Context: an optimization exercise on an open-source flow, tuned for a short achievable clock period and few clock cycles. The choices shown serve that exercise and are no tape-out recipe. RTL that was checked went through simulation tests only; none was proved equivalent to the original.

==> inputs of trial 71 <==
## proc
module proc(
	    clk,
	    rst,
	    imem_rdata,
	    dmem_rdata,
	    imem_addr,
	    dmem_addr,
	    dmem_wdata,
	    dmem_en,
	    dmem_wr,
	    halt
	    );
   input clk;
   input rst;
   input [15:0] imem_rdata;
   input [15:0] dmem_rdata;
   output [15:0] imem_addr;
   output [15:0] dmem_addr;
   output [15:0] dmem_wdata;
   output        dmem_en;
   output        dmem_wr;
   output        halt;
   localparam OP_HALT = 5'b00000, OP_J = 5'b00100, OP_JR = 5'b00101, OP_JAL = 5'b00110,
              OP_JALR = 5'b00111, OP_ADDI = 5'b01000, OP_SUBI = 5'b01001, OP_ORI = 5'b01010,
              OP_ANDI = 5'b01011, OP_BEQZ = 5'b01100, OP_BNEZ = 5'b01101, OP_RET = 5'b01110,
              OP_BLTZ = 5'b01111, OP_ST = 5'b10000, OP_LD = 5'b10001, OP_SLBI = 5'b10010,
              OP_STU = 5'b10011, OP_LBI = 5'b11000, OP_BTR = 5'b11001, OP_SHR = 5'b11010,
              OP_ALR = 5'b11011, OP_SEQ = 5'b11100, OP_SLT = 5'b11101, OP_SLE = 5'b11110,
              OP_SCO = 5'b11111;
   reg [15:0] pc;
   reg [15:0] ras;            
   reg        ras_v;
   reg        d_v;
  ...
make LEC_CHECK=0 ABC_CLOCK_PERIOD_IN_PS=2500 CAP_MARGIN=20 CORE_MARGIN=2 CORE_UTILIZATION=40 SETUP_SLACK_MARGIN=5.0 SLEW_MARGIN=20 SYNTH_HIERARCHICAL=1 TNS_END_PERCENT=100 finish   # period 8.0 ns
run.sh (not shown) runs the stock make flow with config.mk's settings and CLKGATE_MAP_FILE= SYNTH_SCRIPT=/design/flow/synth_recipe.tcl, a recipe that flattens the netlist after the stock synthesis.
==> build 68 (differences from trial 71) <==
--- a/flow/design.v
+++ b/flow/design.v
@@ -1080,26 +1080,27 @@
    reg [15:0] ras;            
    reg        ras_v;
    reg        d_v;
    reg [2:0]  d_rs, d_rt, d_dst;
    reg [7:0]  d_i8;
-   reg [15:0] d_imm, d_pc2, d_tgt;
+   reg [15:0] d_imm, d_pc2, d_tgt, d_ras;
    reg        d_pt;           
    reg        d_wr, d_rrr, d_agu, d_ret, d_jr, d_ld, d_st, d_stu, d_lbi, d_slbi, d_call, d_halt;
    reg        d_beqz, d_bnez, d_bltz;
    reg        d_sum, d_sub, d_or, d_and, d_shl, d_shr, d_rot, d_btr, d_seq, d_slt, d_sle, d_sco;
+   reg        x_jr;
    reg        x_wr, x_ld, x_en, x_we, x_halt, x_beqz, x_bnez, x_bltz, x_pt, x_ev;
    reg [2:0]  x_dst;
    reg [15:0] x_A, x_B, x_S, x_addr, x_early, x_ebyp, x_pc2, x_tgt;
    reg        x_sub;
    reg        x_s_sum, x_s_or, x_s_and, x_s_shl, x_s_shr, x_s_btr, x_s_seq, x_s_slt, x_s_sle,
               x_s_sco, x_s_slbi, x_s_early, x_rot;
    reg [15:0] rf [0:7];
    reg [15:0] d_rfa, d_rft;   
    reg        d_rfa_z;        
    reg        x_zk, x_zv, x_nk, x_nv;  
-   reg        fa_x, ft_x, fa_w, f7_x;  
+   reg        fa_x, ft_x, fa_w, ft_w, f7_x;  
    reg        w_wr;           
    reg [2:0]  w_dst;
    reg [15:0] w_res;
    wire        stall, x_redir, d_redir;
    wire        d_go = d_v & ~stall & ~x_redir;
@@ -1116,13 +1117,18 @@
    wire [4:0]  h5m1, h5p1, h5p2;
    wisc_addlo8  a8  (.a(pc2[7:0]),  .b(fi[7:0]),  .s(lo8));
    wisc_addlo11 a11 (.a(pc2[10:0]), .b(fi[10:0]), .s(lo11));
    wisc_hv8 hv8 (.a(pc[15:8]),  .m1(h8m1), .p1(h8p1), .p2(h8p2));
    wisc_hv5 hv5 (.a(pc[15:11]), .m1(h5m1), .p1(h5p1), .p2(h5p2));
-   wisc_tsel tsel (.fi(fi), .lo8(lo8), .lo11(lo11), .c8(&pc[7:1]), .c11(&pc[10:1]),
-                   .h8(pc[15:8]), .h8m1(h8m1), .h8p1(h8p1), .h8p2(h8p2),
-                   .h5(pc[15:11]), .h5m1(h5m1), .h5p1(h5p1), .h5p2(h5p2), .tgt(f_tt));
+   wire [7:0]  t8c1, t8c0;
+   wire [4:0]  t11c1, t11c0;
+   wisc_hpre8 hp8 (.c2(&pc[7:1]), .sg(fi[7]), .h(pc[15:8]), .m1(h8m1), .p1(h8p1), .p2(h8p2),
+                   .c1v(t8c1), .c0v(t8c0));
+   wisc_hpre5 hp5 (.c2(&pc[10:1]), .sg(fi[10]), .h(pc[15:11]), .m1(h5m1), .p1(h5p1), .p2(h5p2),
+                   .c1v(t11c1), .c0v(t11c0));
+   wisc_tsel tsel (.fi(fi), .lo8(lo8), .lo11(lo11), .t8c1(t8c1), .t8c0(t8c0), .t11c1(t11c1), .t11c0(t11c0),
+                   .tgt(f_tt));
    wire        f_isj    = (fop == OP_J) | (fop == OP_JAL);
    wire        f_isbr   = (fop == OP_BEQZ) | (fop == OP_BNEZ) | (fop == OP_BLTZ);
    wire        f_isret  = (fop == OP_RET);
    wire        f_iscall = (fop == OP_JAL) | (fop == OP_JALR);
    wire        f_brt    = f_isbr & (fi[7] | (fop == OP_BNEZ));
@@ -1131,16 +1137,14 @@
    wire        s_x = x_redir;
    wire        s_d = d_v & ~stall & ~x_redir & d_jrr;
    wire        s_b = d_v & ~stall & ~x_redir & d_bmis;
    wire        s_h = stall & ~x_redir;
    wire        s_n = ~x_redir & ~d_redir & ~stall;
-   wire [15:0] pc_rest = ({16{s_x}} & x_rtgt) | ({16{s_b}} & d_btgt) | ({16{s_h}} & pc) | ({16{s_d & d_ret}} & r7) |
-                         ({16{s_n & ~f_take}} & f_seq);
+   wire [15:0] pc_rest = ({16{s_x & ~rst}} & x_rtgt) | ({16{s_b & ~rst}} & d_btgt) | ({16{s_h & ~rst}} & pc) |
+                         ({16{s_d & ~rst}} & r7) | ({16{s_n & ~f_take & ~rst}} & f_seq);
    wire [15:0] pc_next;
-   wisc_ao3 pcmux (.s1(s_n & f_take & ~rst), .a(f_tt), .s2(s_d & ~d_ret & ~rst), .b(sum_b),
-                   .s3(~(s_n & f_take) & ~(s_d & ~d_ret) & ~rst), .c(pc_rest),
-                   .y(pc_next));
+   wisc_mux16 pcmux (.s(s_n & f_take & ~rst), .a(f_tt), .b(pc_rest), .y(pc_next));
    always @(posedge clk) begin
       pc <= pc_next;
    end
    always @(posedge clk) begin
       if (rst)
@@ -1169,21 +1173,19 @@
       endcase
    end
    wire [2:0] n_rs = stall ? d_rs : fi[10:8];
    wire [2:0] n_rt = stall ? d_rt : fi[7:5];
    wire       n_xw = d_go & d_wr;
-   wire [15:0] n_rfa, n_rft;
-   wisc_mux16 wamux (.s(x_wr & (x_dst == n_rs)), .a(x_res), .b(rf[n_rs]), .y(n_rfa));
-   wisc_mux16 wtmux (.s(x_wr & (x_dst == n_rt)), .a(x_res), .b(rf[n_rt]), .y(n_rft));
    always @(posedge clk) begin
-      d_rfa <= n_rfa;
+      d_rfa <= rf[n_rs];
       d_rfa_z <= (rf[n_rs] == 16'd0);
-      d_rft <= n_rft;
+      d_rft <= rf[n_rt];
       fa_x <= n_xw & (d_dst == n_rs);
       ft_x <= n_xw & (d_dst == n_rt);
       f7_x <= n_xw & (d_dst == 3'd7);
       fa_w <= x_wr & (x_dst == n_rs);
+      ft_w <= x_wr & (x_dst == n_rt);
    end
    always @(posedge clk) begin
       if (rst | x_redir | d_redir)
         d_v <= 1'b0;
       else if (!stall)
@@ -1193,11 +1195,12 @@
          d_rt   <= fi[7:5];
          d_i8   <= fi[7:0];
          d_dst  <= f_dst;
          d_imm  <= f_imm;
          d_pc2  <= pc2;
-         d_tgt  <= f_isret ? ras : f_tt;
+         d_tgt  <= f_tt;
+         d_ras  <= ras;
          d_pt   <= f_isret ? ras_v : f_brt;
          d_wr   <= f_rfmt | f_ifmt | f_sfmt | f_iscall;
          d_rrr  <= f_shr_r | f_alr | (fop[4:2] == 3'b111);
          d_agu  <= (fop == OP_LD) | (fop == OP_ST) | (fop == OP_STU) | (fop == OP_JR) | (fop == OP_JALR);
          d_ret  <= f_isret;
@@ -1226,12 +1229,12 @@
          d_sco  <= (fop == OP_SCO);
       end
    end
    wire        a_fx = fa_x;
    wire        t_fx = ft_x;
-   wire [15:0] a_rf = d_rfa;
-   wire [15:0] t_rf = d_rft;
+   wire [15:0] a_rf = fa_w ? w_res : d_rfa;
+   wire [15:0] t_rf = ft_w ? w_res : d_rft;
    wire [15:0] a_val, t_val, b_val;
    wisc_mux16 amux (.s(a_fx), .a(x_res), .b(a_rf), .y(a_val));
    wisc_mux16 tmux (.s(t_fx), .a(x_res), .b(t_rf), .y(t_val));
    wire        b_fx = d_rrr & t_fx;
    wire [15:0] b_oth = d_rrr ? t_rf : d_imm;
@@ -1248,11 +1251,11 @@
    wire        r7_fx = f7_x;
    wire [15:0] r7 = r7_fx ? x_ebyp : rf[7];
    wire        r7_ok = ~r7_fx | x_ev;
    assign agu = d_ret ? r7 : sum_b;
    assign stall = d_v & ((d_agu & ~base_ok) | (d_ret & ~r7_ok));
-   wire ret_hit = d_pt & (r7 == d_tgt);
+   wire ret_hit = d_pt & (r7 == d_ras);
    wire [15:0] t_e  = t_fx ? x_ebyp : t_rf;
    wire        t_ok = ~t_fx | x_ev;
    wire [15:0] ez_b = d_rrr ? t_e : d_imm;
    wire [15:0] ez_a = base ^ {16{d_sub}};
    wire [15:0] ez_p = ez_b ^ ez_a;
@@ -1264,14 +1267,15 @@
    wire        ez_cmp = (d_seq & ez_eq) | (d_slt & ez_lt) | (d_sle & (ez_lt | ez_eq));
    wire        d_cmp  = d_seq | d_slt | d_sle;
    always @(posedge clk) begin
       if (rst | ~d_go) begin
          x_wr <= 1'b0; x_ld <= 1'b0; x_en <= 1'b0; x_we <= 1'b0; x_halt <= 1'b0;
-         x_beqz <= 1'b0; x_bnez <= 1'b0; x_bltz <= 1'b0;
+         x_beqz <= 1'b0; x_bnez <= 1'b0; x_bltz <= 1'b0; x_jr <= 1'b0;
       end else begin
          x_wr <= d_wr; x_ld <= d_ld; x_en <= d_ld | d_st; x_we <= d_st; x_halt <= d_halt;
          x_beqz <= d_beqz & ~d_bres; x_bnez <= d_bnez & ~d_bres; x_bltz <= d_bltz & ~d_bres;
+         x_jr <= d_jr;
       end
       x_dst <= d_dst;
       x_A <= a_val;
       x_B <= b_val;
       x_S <= t_val;
@@ -1326,12 +1330,12 @@
                   ({16{x_s_early}} & x_early) | ({16{x_ld}} & dmem_rdata) |
                   {15'd0, (x_s_seq & eq) | (x_s_slt & slt) | (x_s_sle & (slt | eq))};
    wisc_fin xfin (.s(x_s_sum), .a(sum), .sc(x_s_sco), .c(c16), .o(x_oth), .y(x_res));
    wire a_zero = (x_A == 16'd0);
    wire taken  = (x_beqz & a_zero) | (x_bnez & ~a_zero) | (x_bltz & x_A[15]);
-   assign x_redir = (x_beqz | x_bnez | x_bltz) & (taken ^ x_pt);
-   assign x_rtgt = taken ? x_tgt : x_pc2;
+   assign x_redir = ((x_beqz | x_bnez | x_bltz) & (taken ^ x_pt)) | x_jr;
+   assign x_rtgt = x_jr ? x_addr : taken ? x_tgt : x_pc2;
    always @(posedge clk) begin
       if (x_wr)
         rf[x_dst] <= x_res;
    end
    always @(posedge clk) begin
@@ -1341,18 +1345,18 @@
         w_wr <= x_wr;
       w_dst <= x_dst;
       w_res <= x_res;
    end
    wire        d_zero = a_fx ? x_zv : fa_w ? (w_res == 16'd0) : d_rfa_z;
-   wire        d_neg  = a_fx ? x_nv : d_rfa[15];
+   wire        d_neg  = a_fx ? x_nv : fa_w ? w_res[15] : d_rfa[15];
    wire        d_rok  = ~a_fx | (d_bltz ? x_nk : x_zk);
    wire        d_isbr = d_beqz | d_bnez | d_bltz;
    wire        d_tk   = (d_beqz & d_zero) | (d_bnez & ~d_zero) | (d_bltz & d_neg);
    assign d_bres = d_isbr & d_rok;
    assign d_bmis = d_bres & (d_tk ^ d_pt);
    assign d_btgt = d_tk ? d_tgt : d_pc2;
-   assign d_jrr  = d_jr | (d_ret & ~ret_hit);
+   assign d_jrr  = d_ret & ~ret_hit;
    assign d_redir = d_v & ~stall & ~x_redir & (d_jrr | d_bmis);
    assign dmem_addr = x_addr;
    assign dmem_wdata = x_S;
    assign dmem_en = x_en;
    assign dmem_wr = x_we;
@@ -1392,37 +1396,36 @@
    output [4:0] m1, p1, p2;
    assign m1 = a - 5'd1;
    assign p1 = a + 5'd1;
    assign p2 = a + 5'd2;
 endmodule
-module wisc_tsel (fi, lo8, lo11, c8, c11, h8, h8m1, h8p1, h8p2, h5, h5m1, h5p1, h5p2, tgt);
+module wisc_tsel (fi, lo8, lo11, t8c1, t8c0, t11c1, t11c0, tgt);
    input [15:0] fi;
    input [8:0]  lo8;
    input [11:0] lo11;
-   input        c8, c11;
-   input [7:0]  h8, h8m1, h8p1, h8p2;
-   input [4:0]  h5, h5m1, h5p1, h5p2;
+   input [7:0]  t8c1, t8c0;
+   input [4:0]  t11c1, t11c0;
    output [15:0] tgt;
    wire        isj = (fi[15:13] == 3'b001) & ~fi[11];
-   reg [7:0]   t8h;
-   reg [4:0]   t11h;
-   always @(*) begin
-      case ({c8, lo8[8], fi[7]})
-        3'b001:                 t8h = h8m1;
-        3'b000, 3'b011, 3'b101: t8h = h8;
-        3'b010, 3'b100, 3'b111: t8h = h8p1;
-        default:                t8h = h8p2;
-      endcase
-      case ({c11, lo11[11], fi[10]})
-        3'b001:                 t11h = h5m1;
-        3'b000, 3'b011, 3'b101: t11h = h5;
-        3'b010, 3'b100, 3'b111: t11h = h5p1;
-        default:                t11h = h5p2;
-      endcase
-   end
+   wire [7:0]  t8h  = lo8[8] ? t8c1 : t8c0;
+   wire [4:0]  t11h = lo11[11] ? t11c1 : t11c0;
    assign tgt = isj ? {t11h, lo11[10:0]} : {t8h, lo8[7:0]};
 endmodule
+module wisc_hpre8 (c2, sg, h, m1, p1, p2, c1v, c0v);
+   input       c2, sg;
+   input [7:0] h, m1, p1, p2;
+   output [7:0] c1v, c0v;
+   assign c1v = c2 ? (sg ? p1 : p2) : (sg ? h : p1);
+   assign c0v = c2 ? (sg ? h : p1) : (sg ? m1 : h);
+endmodule
+module wisc_hpre5 (c2, sg, h, m1, p1, p2, c1v, c0v);
+   input       c2, sg;
+   input [4:0] h, m1, p1, p2;
+   output [4:0] c1v, c0v;
+   assign c1v = c2 ? (sg ? p1 : p2) : (sg ? h : p1);
+   assign c0v = c2 ? (sg ? h : p1) : (sg ? m1 : h);
+endmodule
 module wisc_ao3 (s1, a, s2, b, s3, c, y);
    input        s1, s2, s3;
    input [15:0] a, b, c;
    output [15:0] y;
    assign y = ({16{s1}} & a) | ({16{s2}} & b) | ({16{s3}} & c);
==> results_dict.tcl <==
set metrics [dict create \
    synth-compound-area-share_pct 15.1 \
    worstHoldEndpoint "x_s_btr" \
    wl_per_cell_um 27.7 \
    nClkBuffers 72 \
    endpoint "d_rfa_z" \
    outcome "complete, no violations" \
    crit_type "in -> reg" \
    met2_length_mm 51.0 \
    place_congestion 0.909 \
]
That was trial 71.
==> results_dict.tcl <==
set metrics [dict create \
    outcome "complete, no violations" \
    crit_type "reg -> reg" \
    place_congestion 0.978 \
    min_period_over_period_pct 39.7 \
    fin_nets 3250 \
    endpoint "x_S[0]" \
    leakage_uw 0.0142 \
    met2_length_mm 48.7 \
    async_reset_ff_share_pct 0 \
    synth-compound-area-share_pct 13.5 \
    dieArea_sq_mm 0.0763 \
    num_vias 24400 \
    wl_per_cell_um 26.1 \
]
That was build 68.
Testbench counts of build 68, summed over its fixed seeds: cycles 86,302.
For trial 71, only the layout was checked, not whether the RTL still works.

[separate check: timing with driven ports]
In the flow no input, the clock included, has a driving cell. The finished layouts below were timed again as built, in two steps. Step 1, drivers: a clkbuf_16 drives clk and a buf_2 each remaining input, both assumed. Step 2 moves the port delays by t, midway between the first and last clock arrival at a register: inputs arrive t later, outputs are due t later. That takes back most of the time a late clock gives input paths. Slacks: no drivers / after step 1 / after step 2; pairs: no drivers / after step 1.
run | shift t [ns] | setup slack, ns | slew at the worst register clock pin (ns)
trial 71 | 0.662 | 4.571 / 4.612 / 3.950 | 0.07 / 0.07
build 68 | 0.664 | 4.826 / 4.826 / 4.224 | 0.07 / 0.07
After both steps setup and hold are still met in every run listed. For trial 71, which loses most, drivers alone change the setup slack by +0.041 ns; drivers and shift together by -0.621 ns.
